From an optimization exercise on the open Yosys and OpenROAD flow, aimed at small area; shortcuts taken in it are not production practice. Only simulation tests tie the RTL to the original design; equivalence was not proved. The flow treats the clock pin as an ideal source, which a real chip does not have.

## flow/design.v (module list and top-level ports; edited modules follow where they fit)
// module conv_fa: 4 lines
// module conv_ha: 4 lines
// module conv_aoi222: 3 lines
// module conv_aoi22: 3 lines
// module conv_nor2: 3 lines
// module convolutor3x3: 2159 lines
module convolutor3x3 #(
		parameter IMAGE_WIDTH = 128,
		parameter IMAGE_HEIGHT = 128
	)(
		input signed [7:0]  pixel_in,
		input signed [7:0]  w9, w8, w7, w6, w5, w4, w3, w2, w1,
		input signed [31:0] bias,
		input [7:0]  width,
		input clk, rst_n, paddingl, paddingr, relu,
		output signed [31:0] pixel_out
	);
  // ...
==> flow/run.sh <==
#!/bin/bash
# synth_recipe.tcl (not shown) runs the flow's synth.tcl, then flattens the netlist and writes it again
# the make line also repeats each setting of config.mk as NAME=value (left out here)
make -C /OpenROAD-flow-scripts/flow DESIGN_CONFIG=/design/flow/config.mk WORK_HOME=/design/flow/orfs CLKGATE_MAP_FILE= SYNTH_SCRIPT=/design/flow/synth_recipe.tcl finish
==> flow/config.mk <==
export PLATFORM = sky130hd
export DESIGN_NAME = convolutor3x3
export DESIGN_NICKNAME = convolutor3x3
export VERILOG_FILES = /design/flow/design.v
export SDC_FILE = /design/flow/constraint.sdc
export NUM_CORES = 4
export LEC_CHECK = 0
export CAP_MARGIN = 30
export CORE_MARGIN = 2
export CORE_UTILIZATION = 60
export GPL_TIMING_DRIVEN = 0
export SLEW_MARGIN = 20
export SYNTH_HIERARCHICAL = 1
export SYNTH_MINIMUM_KEEP_SIZE = 0
==> flow/constraint.sdc <==
create_clock -name core_clock -period 34.0 [get_ports {clk}]
set_input_delay 6.8000 -clock core_clock [delete_from_list [all_inputs] [get_ports {clk}]]
set_output_delay 6.8000 -clock core_clock [all_outputs]
set_load 0.01 [all_outputs]
==> results.cfg, run 1 <==
[place]
gp_congestion = 0.993
post-dp-hpwl_um = 149000
post-place-cells = 6402

[global_routing]
grt-ovfl-total = 0
top_usage_layer = met2
grt_pass1_vias = 44432
grt_max_degree = 17

[die]
rows = 122
taps = 1488
start_util_pct = 60.7
core-area_um2 = 111000

[final_layout]
n_all_inverters = 64
final_common_cell = dfxtp_1
diodes = 4
multi_input_area_um2 = 25200

[cts]
clock_sinks = 2080
h-tree-depth = 4
cts_tree = built

[timing]
hold_viol_final = 0
rsz0062_at_grt = false
setup_viol = 0
finalCritPeriodShare_pct = 87.1

[critical_path]
critPathMaxStageDelay_ns = 0.97
cp_top_family = adder cells
worst-path-buf-inv = 13
reg2reg_slack_ns = 28.33
slowest_stage = nor4_2
cp_num_cells = 47
cp-endpoint = pixel_out[0]
cp-startpoint = width[4]

[yosys]
async_flop_share_pct = 0.769
synth-seq-area-share_pct = 62.0
synth_mux_area_share_pct = 0.0167

[run_status]
status = finished clean

[routing]
vias = 43918
ant_nets = 0
dr.first_iter.drc_count = 7549

[min_path]
hold_path.class = reg -> reg
==> run 2, diff against run 1 <==
==> flow/flow/run.sh (new file) <==
#!/bin/bash
# Standard layout (standard.sh) with these changes to how it is made:
#  - clock tree: larger sink clusters and no dummy loads (fewer clock buffers);
#  - port buffers: buf_2 instead of the default delay cell;
#  - the buffers abc put in the netlist are removed at floorplan (repair adds
#    back what is needed).
set -euo pipefail
export CTS_ARGS="-sink_clustering_enable -repair_clock_nets -dont_use_dummy_load -sink_clustering_size 30 -sink_clustering_max_diameter 80"
export BUFFER_PORTS_ARGS="-buffer_cell sky130_fd_sc_hd__buf_2"
export REMOVE_ABC_BUFFERS=1
bash standard.sh > standard.log 2>&1
==> flow/standard.sh (new file) <==
#!/bin/bash
# synth_recipe.tcl (not shown) runs the flow's synth.tcl, then flattens the netlist and writes it again
# the make line also repeats each setting of config.mk as NAME=value (left out here)
make -C /OpenROAD-flow-scripts/flow DESIGN_CONFIG=/design/flow/config.mk WORK_HOME=/design/flow/orfs CLKGATE_MAP_FILE= SYNTH_SCRIPT=/design/flow/synth_recipe.tcl "${@:-finish}"
--- a/flow/config.mk
+++ b/flow/config.mk
@@ -7,7 +7,7 @@
 export LEC_CHECK = 0
 export CAP_MARGIN = 30
 export CORE_MARGIN = 2
-export CORE_UTILIZATION = 60
+export CORE_UTILIZATION = 64
 export GPL_TIMING_DRIVEN = 0
 export SLEW_MARGIN = 20
 export SYNTH_HIERARCHICAL = 1
removed: flow/run.sh
==> results.cfg, run 2 <==
[yosys]
syn-instance-count = 4698
synth-edff-count = 0
syn_area_per_cell_um2 = 14.3
synth_top_cell_area_share_pct = 61.4
synth-seq-area-share_pct = 62.0
synth.cells.most_frequent = 2,064 x dfxtp_1, 672 x a222oi_1, 574 x fa_1
synth_top_area_cell = dfxtp_1
syn_area_um2 = 67300
synth_top_flop_cell = dfxtp_1
async_flop_share_pct = 0.769
yosys_warnings = 7
synthMostInstantiatedCell = dfxtp_1
ys_top_cells_by_area = dfxtp_1 61%, fa_1 17%, a222oi_1 10%
ys_ff_latch = 2080
synth_cell_type_count = 47

[routing]
wl_met3_um = 15400
via_per_inst = 6.77
wl_met1_um = 74100
ant_nets = 0
vias = 42378
top_layer = met5
dr.first_iter.drc_count = 7086
firstDrtPassIters = 11
wl_um = 183000
post-route-drc-count = 0
wl_per_cell_um = 29.2
routed-wl-met2_um = 82400

[die]
rows = 118
ios = 157
core-area_um2 = 104000
start_util_pct = 64.8
die_h_um = 328
dieArea_um2 = 108000
die_w_um = 328

[final_layout]
layout.cells.non_filler = 6264
reg_top3 = lb1 x1024, lb2 x1024
final_common_cell = dfxtp_1
area.growth.synth_to_final_pct = 8.42
final_cell_mix = 2,064 x dfxtp_1, 672 x a222oi_1, 574 x fa_1, 336 x nand3_1, 169 x nand4_1
drive_gt1_share_pct = 10.8
nets = 5621

[critical_path]
worstSetupStartpointType = input port
arrival_ns = 21.22
worstPathRequired_ns = 27.20
critPathMaxStageDelay_ns = 0.73
end_kind = output port
slowest_stage = nor4_2
critPathKind = in -> out
timing.critical_path.mode_cell = fa_1
path_max_fanout = 28

[cts]
cts_hold_buf = 0
cts-buffers-inserted = 81
post_cts_buffers = 0
h-tree-depth = 3
clockBufferDepth = 3
insertion_delay_ns = 0.70
cts-root-buf = clkbuf_16
post_cts_resized = 0
clk_pin_slew_worst_paths_ns = 0.11
cts_tree = built
clock_sinks = 2080

[timing]
tns_ns = 0
fin_crit_ns = 28.02
hold_viol_final = 0
worst_pin_slew_ns = 1.15
fmax_mhz = 35.7
slew_violations = 0
relSlewSlack_pct = 22.3
setup_viol = 0
clock_skew_ns = 0.0939
setup_slack_ns = 5.98
finalCritPeriodShare_pct = 82.4
rsz0062_at_grt = false

[global_routing]
grt-ovfl-total = 0
grt_max_degree = 85
grtUsageTotal_pct = 33.8
grt_pass1_wl_um = 270000
antenna_found_initial = 6
grt_pass1_vias = 42347

[place]
post-dp-hpwl_um = 138000
gp_congestion = 0.957
post-place-cells = 6176
port-buffer-count = 156
dp_slack_ns = 6.04

[min_path]
hold_path.class = reg -> reg

[run_status]
status = finished clean

[run]
max-cap-violations = 0
## run 2: changes by cell type in the layout (fill, tap and decap cells not counted), moves of 28 or more
cell             change
buf_1               -93
buf_2              +160
clkbuf_1           -108
clkbuf_16          -107
clkbuf_8            -48
clkdlybuf4s50_1    -113
clkinv_2            -28
## run 2: cell families (layout without fill, tap and decap cells)
| family | after synthesis | count (layout) | share of synthesized area, % |
|---|---|---|---|
| DFF | 2080 | 2080 | 62.0 |
| and+or+nand+nor | 1043 | 1043 | 8.10 |
| AOI/OAI and AO/OA | 717 | 717 | 10.6 |
| adders and majority gates | 614 | 614 | 17.8 |
| buffers and inverters | 231 | 413 | 1.38 |
| xor gates and xnor gates | 12 | 12 | 0.156 |
| muxes | 1 | 1 | 0.0167 |
| other | 0 | 4 | 0 |
## run 2: layout make-up
cell class              count  area [um2]
well taps                1380        1730
flip-flops and latches   2080       41700
repair buffers            268        2150
inverters                  64         240
diodes                      4        10.0
fillers                  7275       30900
multi-input cells        2387       25100
clock buffers              81        2030
## run 2: final timing paths
path / startpoint / to / slack [ns] / depth (start not counted)
max reg2reg: n[6]$_DFFE_PN0N_ / lb2[3]$_DFF_P_ / 28.63 / 13
min in group asynchronous: rst_n / n[5]$_DFFE_PN0N_ / 6.09 / 1
max: width[6] / pixel_out[5] / 5.98 / 46
min: lb1[86]$_DFF_P_ / lb1[94]$_DFF_P_ / 0.30 / 0
max in group asynchronous: rst_n / b6[2]$_DFF_PN0_ / 27.51 / 1
min reg2reg: lb1[86]$_DFF_P_ / lb1[94]$_DFF_P_ / 0.30 / 0
## run 2: through the flow
stage	utilization (%)	cell area (um2)	hold slack, ns
final	70.2	73000	0.304
after global routing	70.2	73000	0.294
after CTS	70.2	73000	0.298
after detailed placement	68.3	71000	0.335
after global placement	66.5	69200	0.330
after floorplan	-	66700	0.330
## run 2: modules after synthesis, one instance, submodules excluded
module         cells inside  copies in the design  area (um2)  flops+latches
conv_nor2                 1                   128        3.75              0
conv_aoi22                1                    16        12.5              0
conv_aoi222               1                   672        10.0              0
conv_fa                   1                   574        20.0              0
convolutor3x3          3290                     1       48200           2080
conv_ha                   1                    18        12.5              0
## run 2: critical path: cells and delay by family
family	cells	cell delay, ns
fa+ha+maj	20	6.91
simple gates	10	4.35
buf+inv	12	1.60
compound gates	4	1.53
## run 2: layer usage
metal	global-route usage, %	up-vias
li1	-	18111
met1	47.3	21579
met2	51.4	2278
met3	5.54	406
met4	17.0	4
met5	0	-
==> run 3, diff against run 2 <==
==> flow/flow/run.sh (replaced) <==
#!/bin/bash
# Standard layout (standard.sh) with two changes to how it is made:
#  - clock tree: larger sink clusters and no dummy loads (fewer clock buffers);
#  - port buffers: buf_2 instead of the default delay cell.
set -euo pipefail
export CTS_ARGS="-sink_clustering_enable -repair_clock_nets -dont_use_dummy_load -sink_clustering_size 30 -sink_clustering_max_diameter 80"
export BUFFER_PORTS_ARGS="-buffer_cell sky130_fd_sc_hd__buf_2"
bash standard.sh > standard.log 2>&1
--- a/flow/config.mk
+++ b/flow/config.mk
@@ -7,8 +7,9 @@
 export LEC_CHECK = 0
 export CAP_MARGIN = 30
 export CORE_MARGIN = 2
-export CORE_UTILIZATION = 64
+export CORE_UTILIZATION = 72
 export GPL_TIMING_DRIVEN = 0
+export PLACE_DENSITY = 0.78
 export SLEW_MARGIN = 20
 export SYNTH_HIERARCHICAL = 1
 export SYNTH_MINIMUM_KEEP_SIZE = 0
==> results.cfg, run 3 <==
[critical_path]
reg2reg_slack_ns = 28.27
critPathMaxStageDelay_ns = 0.78
cp-endpoint = pixel_out[1]
ff2ff_path_depth = 15
arrival_ns = 22.17
critPathKind = in -> out
cp_top_family = adder cells
worst-path-buf-inv = 13
slowest_stage = nor3b_1
path_max_fanout = 10
cp_num_cells = 44
timing.critical_path.mode_cell = fa_1
end_kind = output port
worstSetupStartpointType = input port
cp-startpoint = paddingr
timing.rr.end = lb2[7]$_DFF_P_
timing.rr.start = n[0]$_DFFE_PN0N_
worstPathRequired_ns = 27.20

[global_routing]
antenna_found_initial = 10
grtUsageTotal_pct = 41.2
grt_max_degree = 31
grt-ovfl-total = 0
grt_pass1_wl_um = 288000
grt_pass1_vias = 44718

[place]
post-dp-hpwl_um = 147000
gp_congestion = 1.04
port-buffer-count = 114
post-place-cells = 6166
placed_cell_area_um2 = 70900

[cts]
clk_pin_slew_worst_paths_ns = 0.10
cts_tree = built
cts_hold_buf = 0
cts-buffers-inserted = 84
cts-root-buf = clkbuf_16
insertion_delay_ns = 0.75
clock_sinks = 2080
clockBufferDepth = 3
post_cts_resized = 0
h-tree-depth = 3
post_cts_buffers = 0

[routing]
wl_met1_um = 72700
firstDrtPassIters = 14
via_per_inst = 7.13
wl_met3_um = 22800
ant_nets = 0
top_layer = met5
wl_per_cell_um = 31.5
wl_um = 197000
routed-wl-met2_um = 87900
post-route-drc-count = 0
vias = 44672
dr.first_iter.drc_count = 8348

[yosys]
yosys_warnings = 7
synth.cells.most_frequent = 2,064 x dfxtp_1, 672 x a222oi_1, 574 x fa_1
syn-instance-count = 4698
ys_ff_latch = 2080
synth_top_cell_area_share_pct = 61.4
ys_top_cells_by_area = dfxtp_1 61%, fa_1 17%, a222oi_1 10%
synthMostInstantiatedCell = dfxtp_1
synth-seq-area-share_pct = 62.0
synth_cell_type_count = 47
syn_area_um2 = 67300
syn_area_per_cell_um2 = 14.3
synth_top_flop_cell = dfxtp_1
async_flop_share_pct = 0.769
synth-edff-count = 0
synth_top_area_cell = dfxtp_1

[final_layout]
drive_gt1_share_pct = 9.53
final_common_cell = dfxtp_1
area.growth.synth_to_final_pct = 8.58
nets = 5747
finalCoreUtilization_pct = 78.6
reg_top3 = lb1 x1024, lb2 x1024
finish.instance_area_um2 = 73100
final_cell_mix = 2,064 x dfxtp_1, 672 x a222oi_1, 574 x fa_1, 336 x nand3_1, 169 x nand4_1
layout.cells.non_filler = 6266

[run_status]
status = finished clean

[timing]
clock_skew_ns = 0.123
tns_ns = 0
rsz0062_at_grt = false
hold_viol_final = 0
worst_pin_slew_ns = 1.10
fmax_mhz = 34.5
finalCritPeriodShare_pct = 85.2
setup_viol = 0
relSlewSlack_pct = 26.2
fin_crit_ns = 28.97
hold-worst-slack_ns = 0.239
slew_violations = 0

[die]
ios = 157
die_h_um = 310
core-area_um2 = 93000
start_util_pct = 72.4
die_w_um = 310
rows = 112
dieArea_um2 = 96000

[run]
max-cap-violations = 0

[min_path]
min_from = lb1[20]$_DFF_P_
hold_path.class = reg -> reg
-- run 3: cell counts after synthesis --
No cell type changed its count.
-- run 3: metal layers --
layer	GRT usage (%)	up-vias
li1	-	18396
met1	55.4	22540
met2	62.0	3126
met3	9.29	602
met4	24.2	8
met5	0	-
-- run 3: cells by family (layout without fill, tap and decap cells) --
group | Yosys count | count (layout) | synth area share (%)
buf+inv | 231 | 539 | 1.38
simple gates | 1043 | 1043 | 8.10
other cells | 0 | 6 | 0
fa+ha+maj | 614 | 614 | 17.8
mux | 1 | 1 | 0.0167
compound gates | 717 | 717 | 10.6
flops | 2080 | 2080 | 62.0
xor+xnor | 12 | 12 | 0.156
-- run 3: worst min path at each step --
stage          cells after the start               end
2_1_floorplan                      0     d0[0]$_DFF_P_
3_3_place_gp                       0  lb1[274]$_DFF_P_
3_5_place_dp                       0  lb1[953]$_DFF_P_
4_1_cts                            0   lb1[28]$_DFF_P_
5_1_grt                            0   lb1[31]$_DFF_P_
6_report                           0   lb1[28]$_DFF_P_
-- run 3: layout make-up --
cell class	instances	area (um2)
buffer	167	688
clock buffer	84	2100
inverter	64	240
sequential	2080	41700
multi-input combinational	2387	25100
timing repair buffer	224	1700
antenna	6	15.0
fill	5648	19900
tap	1254	1570
-- run 3: per-module statistics from Yosys (local to each module, per instance) --
module / cells inside / area (um2)
conv_ha: 1 / 12.5
conv_nor2: 1 / 3.75
conv_fa: 1 / 20.0
conv_aoi222: 1 / 10.0
conv_aoi22: 1 / 12.5
convolutor3x3: 3290 / 48200
-- run 3: stage by stage --
stage          worst slack [ns]
3_5_place_dp               5.38
6_report                   5.03
5_1_grt                    4.75
3_3_place_gp               4.36
2_1_floorplan              8.14
4_1_cts                    5.42

## re-timing with driven ports
The flow's constraints put no driver on any port. The routed layouts listed below were extracted and timed again, unchanged, in two steps.
Step 1 (the two cells are an assumption about what drives the block):
set clk [get_ports {clk}]
set_driving_cell -lib_cell sky130_fd_sc_hd__clkbuf_16 $clk
set_driving_cell -lib_cell sky130_fd_sc_hd__buf_2 [delete_from_list [all_inputs] $clk]
Step 2 times the ports against the registers' clock, not the clock port: input delays grow and output delays shrink by t, the midpoint of the rising clock arrivals with the driver on.
Slacks: ideal / step 1 / step 2; pairs: ideal / step 1.
run | shift t [ns] | setup slack, ns | clock arrival spread, ns | cell pins on the clock port's net
run 1 | 0.867 | 4.369 / 4.340 / 4.340 | 0.065 / 0.065 | 1
run 2 | 0.726 | 5.975 / 5.951 / 5.951 | 0.114 / 0.115 | 1
run 3 | 0.752 | 5.031 / 5.012 / 5.012 | 0.144 / 0.144 | 1
After both steps setup and hold are still met in every run listed. For run 1, which loses most, drivers alone change the setup slack by -0.029 ns; drivers and shift together by -0.029 ns.
